Source: an optimization exercise on an open RTL-to-GDS flow (aim: small area). Production flows keep margins and buffers that such runs may drop.
Where RTL was checked, it was by simulation tests only, not by an equivalence proof against the original.
Power is estimated from default activity; no workload was simulated.

Design Processor, start of the top module:
module Processor(clk, sw, Led, imem_addr, imem_data, dmem_addr, dmem_wdata, dmem_we, dmem_re, dmem_rdata);
For scale: ~540 cells after synthesis, about 130 flip-flops, about 99 I/O pins.
export LEC_CHECK = 0
export CAP_MARGIN = 20
export CORE_MARGIN = 2
export CORE_UTILIZATION = 40
export SETUP_SLACK_MARGIN = 0.05
export SLEW_MARGIN = 20
export SYNTH_HIERARCHICAL = 1
create_clock -name core_clock -period 7.0 [get_ports {clk}]
standard.sh (not shown) runs the stock make flow with config.mk's settings and CLKGATE_MAP_FILE= SYNTH_SCRIPT=/design/flow/synth_recipe.tcl, a recipe that flattens the netlist after the stock synthesis.
==> flow/flow/run.sh <==
#!/bin/bash
# Standard ORFS layout with two changes: ports are buffered with buf_1 cells
# instead of the default delay-buffer cells, and CTS inserts no dummy loads.
set -euo pipefail
export BUFFER_PORTS_ARGS="-buffer_cell sky130_fd_sc_hd__buf_1"
export CTS_ARGS="-sink_clustering_enable -repair_clock_nets -dont_use_dummy_load -buf_list sky130_fd_sc_hd__clkbuf_4 -root_buf sky130_fd_sc_hd__clkbuf_8 -sink_clustering_size 16"
bash standard.sh finish > flow.log 2>&1
The first run finished with timing, DRC and antenna clean.
==> next run, changes <==
==> flow/flow/run.sh (replaced) <==
#!/bin/bash
# Standard ORFS layout with two changes: ports are buffered with buf_1 cells
# instead of the default delay-buffer cells, and CTS inserts no dummy loads.
set -euo pipefail
export BUFFER_PORTS_ARGS="-buffer_cell sky130_fd_sc_hd__buf_1"
export CTS_ARGS="-sink_clustering_enable -repair_clock_nets -dont_use_dummy_load"
bash standard.sh finish > flow.log 2>&1
CTS_BUF_LIST = sky130_fd_sc_hd__clkbuf_8   (was not set)
CTS_CLUSTER_SIZE = 30   (was not set)
GPL_TIMING_DRIVEN = 0   (was not set)
Result:
- The new run ran to the end with no violations
- worst setup slack gets worse by 6.7 ps
- power increases by about a fifth
- sequential power stays flat
- global-route usage rises by 0.21 points
- utilization climbs by 3.9 points
- clock-buffer cell count is unchanged
- non-clock buffer count went up by 19
- routed wire length is about the same
==> next run, changes <==
GPL_TIMING_DRIVEN = not set   (was 0)
After rerunning:
- The changed run passed the timing, DRC and antenna checks
- design area goes down by a few percent
- final cell count goes down by a few percent
- global-route usage goes down by 0.12 points
- setup slack improved by 5.9 ps
- total power goes down slightly
- clock skew goes up by 7.6 ps
- routed wire length goes up slightly
- clock-buffer cell count stays the same
==> next run, changes <==
--- a/flow/flow/run.sh
+++ b/flow/flow/run.sh
@@ -4,4 +4,4 @@
 set -euo pipefail
 export BUFFER_PORTS_ARGS="-buffer_cell sky130_fd_sc_hd__buf_1"
-export CTS_ARGS="-sink_clustering_enable -repair_clock_nets -dont_use_dummy_load"
+export CTS_ARGS="-sink_clustering_enable -repair_clock_nets -dont_use_dummy_load -buf_list sky130_fd_sc_hd__clkbuf_8 -root_buf sky130_fd_sc_hd__clkbuf_8 -sink_clustering_size 25"
 bash standard.sh finish > flow.log 2>&1
CTS_BUF_LIST = not set   (was sky130_fd_sc_hd__clkbuf_8)
CTS_CLUSTER_SIZE = not set   (was 30)
The changed run passed the timing, DRC and antenna checks.
Setup slack hardly moves.
Routed wire length is about the same.
Clock skew rose by 7.8 ps.
Sequential share of layout area rose by 1.0 points.
Cell count does not change.
Core utilization goes down by 1.1 points.
Via count came out lower by 1.5%.
Synthesized cell count stays the same.
Fmax is about the same.
Power decreases by 9.6%.
Global-route usage barely changes.

---

Another version of the RTL of Processor (not shown whole).
For scale: about 530 cells after synthesis, about 130 flip-flops, roughly 99 I/O pins, about 0.0068 mm^2 of cells after synthesis.
clock: 7.0 ns
lec_check: 0
cap_margin: 5
core_margin: 2
core_utilization: 40
setup_slack_margin: 0.05
slew_margin: 5
synth_hierarchical: 1
==> flow/flow/run.sh <==
#!/bin/bash
# Standard ORFS layout with two changes: ports are buffered with buf_1 cells
# instead of the default delay-buffer cells, and CTS inserts no dummy loads.
set -euo pipefail
export BUFFER_PORTS_ARGS="-buffer_cell sky130_fd_sc_hd__buf_1"
export CTS_ARGS="-sink_clustering_enable -repair_clock_nets -dont_use_dummy_load -buf_list sky130_fd_sc_hd__clkbuf_8 -root_buf sky130_fd_sc_hd__clkbuf_8 -sink_clustering_size 25"
bash standard.sh finish > flow.log 2>&1
Next try:
Settings changed: CAP_MARGIN 5 to 20, CORE_UTILIZATION 40 to 55, SLEW_MARGIN 5 to 20.
Effect: Non-clock buffer count came out lower by 3. Wire length drops by a few percent. Clock-buffer cell count does not change. Final area went down slightly. Die area went down by a quarter to a third. Area after synthesis is unchanged. Hold slack got worse by 9.6 ps. Setup slack gets better by 86 ps. Total power went down slightly. Final cell count fell by a few percent. Register-to-register slack is better by 180 ps.
Next try:
--- a/flow/flow/run.sh
+++ b/flow/flow/run.sh
@@ -5,3 +5,4 @@
 export BUFFER_PORTS_ARGS="-buffer_cell sky130_fd_sc_hd__buf_1"
 export CTS_ARGS="-sink_clustering_enable -repair_clock_nets -dont_use_dummy_load -buf_list sky130_fd_sc_hd__clkbuf_8 -root_buf sky130_fd_sc_hd__clkbuf_8 -sink_clustering_size 25"
+export GPL_KEEP_OVERFLOW=0
 bash standard.sh finish > flow.log 2>&1
Settings changed: CORE_UTILIZATION 55 to 40.
What happened: The changed run produced a clean layout. Final cell count climbs by 8.0%. Area after synthesis is unchanged. Cell area climbs by 6.3%. Power rises by 2.4%.
Next try:
--- a/flow/flow/run.sh
+++ b/flow/flow/run.sh
@@ -5,4 +5,3 @@
 export BUFFER_PORTS_ARGS="-buffer_cell sky130_fd_sc_hd__buf_1"
 export CTS_ARGS="-sink_clustering_enable -repair_clock_nets -dont_use_dummy_load -buf_list sky130_fd_sc_hd__clkbuf_8 -root_buf sky130_fd_sc_hd__clkbuf_8 -sink_clustering_size 25"
-export GPL_KEEP_OVERFLOW=0
 bash standard.sh finish > flow.log 2>&1
Settings changed: CORE_UTILIZATION 40 to 50.
Effect: Sequential share of layout area rose by 2.5 points; wire length fell by 2.6%; hold slack got worse by 13 ps; power fell by 2.4%; via count fell by 0.98%; setup slack improved by 94 ps; critical path depth fell by 2.

---

Another version of the RTL of Processor (not shown whole).
Size: roughly 510 cells after synthesis, ~130 flip-flops.
Settings: LEC_CHECK=0, CAP_MARGIN=20, CORE_MARGIN=2, CORE_UTILIZATION=45, SETUP_SLACK_MARGIN=0.0, SLEW_MARGIN=20, SYNTH_HIERARCHICAL=1; clock period 7.0 ns.
==> flow/flow/run.sh <==
#!/bin/bash
# Standard ORFS layout with two changes: ports are buffered with buf_1 cells
# instead of the default delay-buffer cells, and CTS inserts no dummy loads.
set -euo pipefail
export BUFFER_PORTS_ARGS="-buffer_cell sky130_fd_sc_hd__buf_1"
export CTS_ARGS="-sink_clustering_enable -repair_clock_nets -dont_use_dummy_load -buf_list sky130_fd_sc_hd__clkbuf_4 -root_buf sky130_fd_sc_hd__clkbuf_8 -sink_clustering_size 25"
bash standard.sh finish > flow.log 2>&1
The first run finished with timing, DRC and antenna clean.
Then changed:
==> flow/flow/run.sh (replaced) <==
#!/bin/bash
# Standard ORFS layout with two changes: ports are buffered with buf_1 cells
# instead of the default delay-buffer cells, and CTS inserts no dummy loads.
set -euo pipefail
export BUFFER_PORTS_ARGS="-buffer_cell sky130_fd_sc_hd__buf_1"
export CTS_ARGS="-sink_clustering_enable -repair_clock_nets -dont_use_dummy_load -buf_list sky130_fd_sc_hd__clkbuf_8 -root_buf sky130_fd_sc_hd__clkbuf_8 -sink_clustering_size 25"
bash standard.sh finish > flow.log 2>&1
Settings changed: CORE_UTILIZATION 45 to 50.
=> Maximum frequency grows by 0.49%. Wire length hardly moves. Clock skew shrinks by 0.0067 ns. Clock power grows by 30%. Total power grows by about 5%. Cell area grows by 0.64%.

---

The RTL this note starts from:
==> flow/design.v <==
module g_aoi222(input a1, a2, b1, b2, c1, c2, output y); assign y = ~((a1 & a2) | (b1 & b2) | (c1 & c2)); endmodule
module g_inv(input a, output y); assign y = ~a; endmodule
module g_nor4(input a, b, c, d, output y); assign y = ~(a | b | c | d); endmodule
module g_and2(input a, b, output y); assign y = a & b; endmodule
module g_nor2b(input a, bn, output y); assign y = ~(a | ~bn); endmodule
module g_nand2(input a, b, output y); assign y = ~(a & b); endmodule
module g_and3(input a, b, c, output y); assign y = a & b & c; endmodule
module g_nand3(input a, b, c, output y); assign y = ~(a & b & c); endmodule
module g_xor2(input a, b, output y); assign y = a ^ b; endmodule
module g_xnor2(input a, b, output y); assign y = ~(a ^ b); endmodule
module g_mux2i(input a0, a1, s, output y); assign y = ~(s ? a1 : a0); endmodule
module g_a21oi(input a1, a2, b1, output y); assign y = ~((a1 & a2) | b1); endmodule
module g_nand2b(input an, b, output y); assign y = ~(~an & b); endmodule
module g_fa(input a, b, c, output s, co); assign {co, s} = a + b + c; endmodule
module g_ha(input a, b, output s, co); assign {co, s} = a + b; endmodule
module g_a22o(input a1, a2, b1, b2, output y); assign y = (a1 & a2) | (b1 & b2); endmodule
module g_o21ai(input a1, a2, b1, output y); assign y = ~((a1 | a2) & b1); endmodule
module rdport #(parameter INVODD = 0) (input [7:1] sel, input [15:0] R1, R2, R3, R4, R5, R6, R7, output [15:0] D);
	genvar i;
	generate for (i = 0; i < 16; i = i + 1) begin : b
		wire x, y, z;
		g_aoi222 u0(sel[1], R1[i], sel[2], R2[i], sel[3], R3[i], x);
		g_aoi222 u1(sel[4], R4[i], sel[5], R5[i], sel[6], R6[i], y);
		g_nand2  u2(sel[7], R7[i], z);
		if (INVODD && (i % 2 == 1)) begin : n
			g_and3 u3(x, y, z, D[i]);
		end else begin : p
			g_nand3 u3(x, y, z, D[i]);
		end
	end endgenerate
endmodule
module alu(input [15:0] Ax, input [15:0] Bv, input [6:0] imm, input alusrc, input sub,
           output [15:0] S, output eq);
	wire kq = ~(alusrc & ~imm[6]);
	wire [16:0] c;         
	assign c[0] = sub;
	wire [15:0] hx;        
	wire [16:0] cr;
	genvar i;
	generate for (i = 0; i < 16; i = i + 1) begin : b
		wire x, bn;        
		g_xor2 ux(Ax[i], sub, x);
		if (i < 6) begin : lo
			g_mux2i um(Bv[i], imm[i], alusrc, bn);
		end else begin : hi
			g_o21ai um(alusrc, Bv[i], kq, bn);
		end
		g_xnor2 uh(x, bn, hx[i]);
		if (i % 2 == 0) begin : ev
			g_mux2i uc(Ax[i], c[i], hx[i], cr[i+1]);
		end else if (i != 7 && i != 11) begin : od
			g_mux2i uc(c[i], Ax[i], hx[i], cr[i+1]);
		end
		g_xor2 us(hx[i], c[i], S[i]);
		if (i != 7 && i != 11) begin : pass
			assign c[i+1] = cr[i+1];
		end
	end endgenerate
	generate for (i = 4; i < 12; i = i + 4) begin : la
		wire x1, x2, x3, G, P;
		g_nand2b ux1(hx[i], Ax[i], x1);           
		g_mux2i  ux2(x1, Ax[i+1], hx[i+1], x2);
		g_mux2i  ux3(Ax[i+2], x2, hx[i+2], x3);
		g_mux2i  ux4(x3, Ax[i+3], hx[i+3], G);
		assign P = hx[i] & ~hx[i+1] & hx[i+2] & ~hx[i+3];
		assign c[i+4] = G | (P & c[i]);
	end endgenerate
	assign eq = (&{hx[14], hx[12], hx[10], hx[8], hx[6], hx[4], hx[2], hx[0]}) &
	            ~(|{hx[15], hx[13], hx[11], hx[9], hx[7], hx[5], hx[3], hx[1]});
endmodule
module pcnext(input [15:0] PC, input rst, input taken, input [6:0] imm, output [15:0] nx);
	wire tk = taken & ~rst;
	wire ntk = ~taken & ~rst;
	wire [7:1] c;    
	wire [7:2] o;    
	wire [6:1] br, p2;
	assign nx[0] = ~rst & (PC[0] ^ (taken & imm[0]));
	assign c[1] = PC[0] | ~imm[0];
	assign p2[1] = ~PC[1];
	assign o[2] = PC[1];
	genvar i;
	generate for (i = 1; i < 7; i = i + 1) begin : lo
		g_fa f(PC[i], ~imm[i], c[i], br[i], c[i+1]);
		if (i > 1) begin : h
			g_ha h(PC[i], o[i], p2[i], o[i+1]);
		end
		g_a22o m(tk, br[i], ntk, p2[i], nx[i]);
	end endgenerate
	wire selInc = ~rst & (taken ? (c[7] & imm[6]) : o[7]);
	wire selDec = ~rst & taken & ~c[7] & ~imm[6];
	wire [16:8] O, Z;      
	assign O[8] = PC[7];
	assign Z[8] = ~PC[7];
	assign nx[7] = PC[7] ^ ((rst & PC[7]) | selInc | selDec);
	generate for (i = 8; i < 16; i = i + 1) begin : hi
		wire fn;
		if (i < 15) begin : ch
			g_and2  uo(O[i], PC[i], O[i+1]);
			wire pn;
			g_inv   ui(PC[i], pn);
			g_and2  uz(Z[i], pn, Z[i+1]);
		end
		g_aoi222 a(rst, PC[i], selInc, O[i], selDec, Z[i], fn);
		g_xnor2 x(PC[i], fn, nx[i]);
	end endgenerate
endmodule
module dec3(input en_n, input [2:0] a, output [7:1] y);
	genvar j;
	generate for (j = 1; j < 8; j = j + 1) begin : d
		wire yn = ~(~en_n & (a == j));
		g_inv u(yn, y[j]);    
	end endgenerate
endmodule
module Processor(clk, sw, Led, imem_addr, imem_data, dmem_addr, dmem_wdata, dmem_we, dmem_re, dmem_rdata);
input clk;
input [7:0] sw;
output [7:0] Led;
output [15:0] imem_addr;
input [15:0] imem_data;
output [15:0] dmem_addr;
output [15:0] dmem_wdata;
output dmem_we;
output dmem_re;
input [15:0] dmem_rdata;
	reg reset;
	always @(posedge clk) reset <= ~sw[0];
	wire [2:0] op = imem_data[15:13];
	wire [2:0] rs = imem_data[12:10];
	wire [2:0] rt = imem_data[9:7];
	wire [2:0] rd = imem_data[6:4];
	wire [15:0] imm = {{9{imem_data[6]}}, imem_data[6:0]};
	wire is_rr    = (op == 3'd0) | (op == 3'd6);           
	wire alusrc   = (op == 3'd1) | (op == 3'd2) | (op == 3'd3) | (op == 3'd5);
	wire sub      = (op == 3'd4) | (op == 3'd5) | (op == 3'd6);
	wire memread  = (op == 3'd2);
	wire memwrite = (op == 3'd3);
	wire branch   = (op == 3'd4);
	wire regwrite = is_rr | (op == 3'd1) | (op == 3'd2) | (op == 3'd5);
	wire [2:0] waddr = is_rr ? rd : rt;
	reg [15:0] R1, R2, R3, R4, R5, R6, R7;
	wire [7:1] ss, st, we;
	dec3 ds(.en_n(reset), .a(rs), .y(ss));
	dec3 dt(.en_n(reset), .a(rt), .y(st));
	dec3 dw(.en_n(~regwrite), .a(waddr), .y(we));
	genvar j;
	wire [15:0] A, Bv;
	rdport #(.INVODD(1)) pa(.sel(ss), .R1(R1), .R2(R2), .R3(R3), .R4(R4), .R5(R5), .R6(R6), .R7(R7), .D(A));
	rdport pb(.sel(st), .R1(R1), .R2(R2), .R3(R3), .R4(R4), .R5(R5), .R6(R6), .R7(R7), .D(Bv));
	wire [15:0] sum;
	wire eq;
	alu ualu(.Ax(A), .Bv(Bv), .imm(imem_data[6:0]), .alusrc(alusrc), .sub(sub), .S(sum), .eq(eq));
	wire taken = branch & ~eq;    
	assign dmem_addr  = sum;
	assign dmem_wdata = Bv;
	assign dmem_we    = memwrite;
	assign dmem_re    = memread;
	wire [15:0] wb;
	wire nmemread = ~memread;
	generate for (j = 0; j < 16; j = j + 1) begin : wbm
		g_a22o u(memread, dmem_rdata[j], nmemread, sum[j], wb[j]);
	end endgenerate
	always @(posedge clk) begin
		if (we[1]) R1 <= wb;
		if (we[2]) R2 <= wb;
		if (we[3]) R3 <= wb;
		if (we[4]) R4 <= wb;
		if (we[5]) R5 <= wb;
		if (we[6]) R6 <= wb;
		if (we[7]) R7 <= wb;
	end
	reg [15:0] PC;
	wire [15:0] PCn;
	pcnext upc(.PC(PC), .rst(reset), .taken(taken), .imm(imem_data[6:0]), .nx(PCn));
	always @(posedge clk) PC <= PCn;
	assign imem_addr = PC;
	wire l1 = sw[1];
	wire l2 = ~sw[1] & sw[2];
	wire l3 = ~sw[1] & ~sw[2] & sw[3];
	wire l4 = ~sw[1] & ~sw[2] & ~sw[3] & sw[4];
	generate for (j = 0; j < 8; j = j + 1) begin : led
		wire x, y;
		g_aoi222 u0(l1, R1[j], l2, R2[j], l3, R3[j], x);
		g_nand2  u1(l4, R4[j], y);
		g_nand2  u2(x, y, Led[j]);
	end endgenerate
endmodule
export LEC_CHECK = 0
export CAP_MARGIN = 20
export CORE_MARGIN = 2
export CORE_UTILIZATION = 50
export SETUP_SLACK_MARGIN = 0.0
export SLEW_MARGIN = 20
export SYNTH_HIERARCHICAL = 1
create_clock -name core_clock -period 7.0 [get_ports {clk}]
==> flow/flow/run.sh <==
#!/bin/bash
# Standard ORFS layout with two changes: ports are buffered with buf_1 cells
# instead of the default delay-buffer cells, and CTS inserts no dummy loads.
set -euo pipefail
export BUFFER_PORTS_ARGS="-buffer_cell sky130_fd_sc_hd__buf_1"
export CTS_ARGS="-sink_clustering_enable -repair_clock_nets -dont_use_dummy_load -buf_list sky130_fd_sc_hd__clkbuf_4 -root_buf sky130_fd_sc_hd__clkbuf_8 -sink_clustering_size 25"
bash standard.sh finish > flow.log 2>&1
Edit:
==> flow/flow/run.sh (replaced) <==
#!/bin/bash
# Standard ORFS layout with two changes: ports are buffered with buf_1 cells
# instead of the default delay-buffer cells, and CTS inserts no dummy loads.
set -euo pipefail
export BUFFER_PORTS_ARGS="-buffer_cell sky130_fd_sc_hd__buf_1"
export CTS_ARGS="-sink_clustering_enable -repair_clock_nets -dont_use_dummy_load -buf_list sky130_fd_sc_hd__clkbuf_8 -root_buf sky130_fd_sc_hd__clkbuf_8 -sink_clustering_size 25"
bash standard.sh finish > flow.log 2>&1
After rerunning:
- die area is unchanged
- setup slack improves by 0.035 ns
- maximum frequency increases by 0.52%
- total power came out higher by 5.2%
- wire length came out higher by 0.55%
- worst hold slack loses 0.0087 ns
- combinational power is about the same
- sequential share of layout area goes down by 0.63 points
- global-route usage barely changes
- design area grows by 1.3%
No functional check of the RTL was part of any run of this note.

what the ideal ports hide:
How much do the figures lean on ideal ports? The routed layouts below were timed once more, with nothing changed but the port constraints. Step 1 sets driving cells, clkbuf_16 on the clock port and buf_2 on the other inputs (assumed; they add their load-dependent delay and slew). Step 2, shift: input delay + t, output delay - t, t = (earliest + latest rising clock arrival at the registers) / 2. This alone moves slack from input paths to output paths. Slacks: no drivers / after step 1 / after step 2; pairs: no drivers / after step 1.
run | t (ns) | setup slack, ns | hold WS [ns] | worst data-port slew with drivers (ns) | pins driven straight from the clock port
the first run of note 1 | 0.453 | 0.181 / 0.155 / 0.155 | 0.507 / 0.507 / 0.507 | 0.04 | 1
the second run of note 1 | 0.458 | 0.174 / 0.150 / 0.150 | 0.497 / 0.497 / 0.497 | 0.07 | 1
the third run of note 1 | 0.454 | 0.180 / 0.141 / 0.141 | 0.496 / 0.496 / 0.496 | 0.04 | 1
the fourth run of note 1 | 0.468 | 0.180 / 0.154 / 0.154 | 0.500 / 0.500 / 0.500 | 0.04 | 1
the first run of note 2 | 0.461 | 0.189 / 0.167 / 0.167 | 0.488 / 0.488 / 0.488 | 0.06 | 1
the second run of note 2 | 0.481 | 0.275 / 0.246 / 0.246 | 0.478 / 0.478 / 0.478 | 0.04 | 1
the third run of note 2 | 0.468 | 0.152 / 0.121 / 0.121 | 0.494 / 0.494 / 0.494 | 0.07 | 1
the fourth run of note 2 | 0.468 | 0.246 / 0.226 / 0.226 | 0.481 / 0.481 / 0.481 | 0.04 | 1
the first run of note 3 | 0.436 | 0.166 / 0.126 / 0.126 | 0.484 / 0.484 / 0.484 | 0.04 | 1
the second run of note 3 | 0.468 | 0.200 / 0.160 / 0.160 | 0.483 / 0.483 / 0.483 | 0.04 | 1
the first run of note 4 | 0.460 | 0.207 / 0.186 / 0.186 | 0.492 / 0.492 / 0.492 | 0.06 | 1
the second run of note 4 | 0.474 | 0.242 / 0.220 / 0.220 | 0.484 / 0.484 / 0.484 | 0.05 | 1
After both steps every run listed still meets setup and hold.
